This design comes from an exercise in tuning for small area, a short achievable clock period and few clock cycles per item on the open sky130 flow, not from production work. At most, simulation tests tie the RTL to the original design; equivalence was not proved.

== garnet ==
==> module xoodoo_nc, before the edit <==
module xoodoo_nc #(
    parameter [5:0] CUT = 6'b100101
) (
    input         clk,
    input         rst,    
    input         dv,
    input  [95:0] state,
    output [95:0] out,
    output        out_valid
);
    localparam integer NST = CUT[0] + CUT[1] + CUT[2] + CUT[3] + CUT[4] + 1;
    function [31:0] rotl;
        input [31:0] v;
        input integer n;
        rotl = (v << n) | (v >> (32 - n));
    endfunction
    function [95:0] half_a;
        input [95:0] s;
        input [31:0] rc;
        reg [31:0] a0, a1, a2, p, e;
        begin
            a0 = s[31:0]; a1 = s[63:32]; a2 = s[95:64];
            p = a0 ^ a1 ^ a2;
            e = rotl(p, 5) ^ rotl(p, 14);
            a0 = a0 ^ e ^ rc;
            a1 = a1 ^ e;
            a2 = rotl(a2 ^ e, 11);
            half_a = {a2, a1, a0};
        end
    endfunction
    function [95:0] half_b;
        input [95:0] s;
        reg [31:0] a0, a1, a2, b0, b1, b2;
        begin
            a0 = s[31:0]; a1 = s[63:32]; a2 = s[95:64];
            b0 = a0 ^ (~a1 & a2);
            b1 = a1 ^ (~a2 & a0);
            b2 = a2 ^ (~a0 & a1);
            half_b = {rotl(b2, 8), rotl(b1, 1), b0};
        end
    endfunction
    wire [95:0] h [0:6];
    assign h[0] = state;
    genvar k;
    generate
        for (k = 0; k < 6; k = k + 1) begin : g_half
            wire [95:0] c;
            if (k % 2 == 0) begin : g_a
                assign c = half_a(h[k], k == 0 ? 32'h380 : k == 2 ? 32'hF0 : 32'h1A0);
            end else begin : g_b
                assign c = half_b(h[k]);
            end
            if (CUT[k] || k == 5) begin : g_reg
                reg [95:0] r;
                always @(posedge clk) r <= c;
                assign h[k+1] = r;
            end else begin : g_comb
                assign h[k+1] = c;
            end
        end
    endgenerate
    assign out = h[6];
    reg  [NST-1:0] v;
    wire [NST:0]   v_in = {v, dv};
    always @(posedge clk) begin
        if (rst) v <= {NST{1'b0}};
        else     v <= v_in[NST-1:0];
    end
    assign out_valid = v[NST-1];
endmodule
clock: 7.0 ns
lec_check: 0
cap_margin: 20
core_margin: 2
core_utilization: 40
slew_margin: 20
run.sh (not shown) runs the stock make flow with config.mk's settings and CLKGATE_MAP_FILE= SYNTH_SCRIPT=/design/flow/synth_recipe.tcl, a recipe that flattens the netlist after the stock synthesis.
Inputs modified between garnet and juniper:
diff --git a/flow/design.v b/flow/design.v
--- a/flow/design.v
+++ b/flow/design.v
@@ -1,5 +1,5 @@
 module xoodoo_nc #(
-    parameter [5:0] CUT = 6'b100101
+    parameter [5:0] CUT = 6'b100010
 ) (
     input         clk,
     input         rst,    
Results
Across juniper and garnet, the outcome is the same: a clean finish for every run. The lower portion of the layout cell area used by non-clock buffers of juniper and garnet is in garnet. juniper ended up with a lower die extent in y than garnet did. Looking at relative area of clock buffers and inverters in the final design, juniper sits below garnet. On flip-flop and latch share of the layout cell area: between juniper and garnet, it ends up lower for juniper. Relative to garnet, the count of unique library cells instantiated by Yosys measured on juniper has increased by more than 10%. From garnet to juniper, fraction of registers with async set or reset after synthesis did not move at all. juniper ends up with a instance count of the mapped netlist that is 32 lower than in garnet. Cmp juniper vs garnet: met1 layer usage reported by global route higher in juniper. Delta(wire length, juniper - garnet) > 0. Taking garnet as the reference point, the minimum setup slack in the final design of juniper falls by 1270 ps. Final clock period utilization by the worst path: juniper vs garnet up 18 points.
No run of this note included a check of the RTL's function; only the layout flow was run.

--- another note on this design; it stands on its own ---

==> flow/design.v <==
module xoodoo_nc #(
    parameter [5:0] CUT = 6'b100101
) (
    input         clk,
    input         rst,    
    input         dv,
    input  [95:0] state,
    output [95:0] out,
    output        out_valid
);
    localparam integer NST = CUT[0] + CUT[1] + CUT[2] + CUT[3] + CUT[4] + 1;
    wire [95:0] h [0:6];
    assign h[0] = state;
    genvar k;
    generate
        for (k = 0; k < 6; k = k + 1) begin : g_half
            wire [95:0] c;
            if (k % 2 == 0) begin : g_a
                xoo_theta #(.RC(k == 0 ? 32'h380 : k == 2 ? 32'hF0 : 32'h1A0))
                    u_theta (.s(h[k]), .o(c));
            end else begin : g_b
                xoo_chi u_chi (.s(h[k]), .o(c));
            end
            if (CUT[k] || k == 5) begin : g_reg
                reg [95:0] r;
                always @(posedge clk) r <= c;
                assign h[k+1] = r;
            end else begin : g_comb
                assign h[k+1] = c;
            end
        end
    endgenerate
    assign out = h[6];
    reg  [NST-1:0] v;
    wire [NST:0]   v_in = {v, dv};
    always @(posedge clk) begin
        if (rst) v <= {NST{1'b0}};
        else     v <= v_in[NST-1:0];
    end
    assign out_valid = v[NST-1];
endmodule
module xoo_xor32 #(
    parameter [31:0] K = 32'h0
) (
    input  [31:0] a,
    input  [31:0] b,
    output [31:0] y
);
    assign y = a ^ b ^ K;
endmodule
module xoo_theta #(
    parameter [31:0] RC = 32'h0
) (
    input  [95:0] s,
    output [95:0] o
);
    wire [31:0] a0 = s[31:0], a1 = s[63:32], a2 = s[95:64];
    wire [31:0] p01, p, e, b0, b1, b2;
    xoo_xor32 u_p01 (.a(a0),  .b(a1), .y(p01));
    xoo_xor32 u_p   (.a(p01), .b(a2), .y(p));
    xoo_xor32 u_e   (.a({p[26:0], p[31:27]}), .b({p[17:0], p[31:18]}), .y(e));
    xoo_xor32 #(.K(RC)) u_b0 (.a(a0), .b(e), .y(b0));
    xoo_xor32 u_b1  (.a(a1), .b(e), .y(b1));
    xoo_xor32 u_b2  (.a(a2), .b(e), .y(b2));
    assign o = {b2[20:0], b2[31:21], b1, b0};
endmodule
module xoo_chi (
    input  [95:0] s,
    output [95:0] o
);
    wire [31:0] a0 = s[31:0], a1 = s[63:32], a2 = s[95:64];
    wire [31:0] b0 = a0 ^ (~a1 & a2);
    wire [31:0] b1 = a1 ^ (~a2 & a0);
    wire [31:0] b2 = a2 ^ (~a0 & a1);
    assign o = {b2[23:0], b2[31:24], b1[30:0], b1[31], b0};
endmodule
clock: 7.0 ns
lec_check: 0
cap_margin: 20
core_margin: 2
core_utilization: 40
cts_cluster_diameter: 120
cts_cluster_size: 30
setup_slack_margin: 4.5
slew_margin: 20
synth_hierarchical: 1
standard.sh (not shown) runs the stock make flow with config.mk's settings and CLKGATE_MAP_FILE= SYNTH_SCRIPT=/design/flow/synth_recipe.tcl, a recipe that flattens the netlist after the stock synthesis.
==> flow/flow/run.sh <==
#!/bin/bash
# The standard layout, with plain buffers (not delay cells) on the ports.
set -euo pipefail
bash standard.sh "BUFFER_PORTS_ARGS=-buffer_cell sky130_fd_sc_hd__buf_2" finish > standard.log 2>&1
Testbench counts at the start, summed over its fixed seeds: cycles 16,016, items 16,000.
Next try:
--- a/flow/config.mk
+++ b/flow/config.mk
@@ -9,6 +9,5 @@
 export CORE_MARGIN = 2
 export CORE_UTILIZATION = 40
-export CTS_CLUSTER_DIAMETER = 120
-export CTS_CLUSTER_SIZE = 30
+export CTS_BUF_LIST = sky130_fd_sc_hd__clkbuf_8
 export SETUP_SLACK_MARGIN = 4.5
 export SLEW_MARGIN = 20
Cell count goes up by 3.1%.
Global-route usage came out higher by 0.47 points.
Die area stays the same.
Non-clock buffer count went down by 1.
Critical path depth came out lower by 8.

[what the ideal ports hide]
How much do the figures lean on ideal ports? The routed layouts below were timed once more, with nothing changed but the port constraints. Step 1: set_driving_cell puts a clkbuf_16 on clk and a buf_2 on each other input, an assumption about the parent block. Step 2 adds t to the input delays and takes it off the output delays; t is the mean of the earliest and latest rising clock arrival at the registers after step 1. Input paths then give back, and output paths get back, about the clock's delay inside the block. a / b / c = ideal ports / drivers / drivers and shift; a / b = the first two.
run | t (ns) | setup WS [ns] | clock arrival spread, ns
garnet | 0.569 | 4.109 / 4.109 / 3.794 | 0.020 / 0.020
juniper | 0.504 | 2.834 / 2.834 / 2.627 | 0.011 / 0.011
the first run of note 2 | 0.549 | 4.540 / 4.540 / 4.090 | 0.012 / 0.012
the second run of note 2 | 0.645 | 4.552 / 4.503 / 4.079 | 0.027 / 0.027
After both steps setup and hold are still met in every run listed. For the second run of note 2, which loses most, drivers alone change the setup slack by -0.049 ns; drivers and shift together by -0.473 ns.
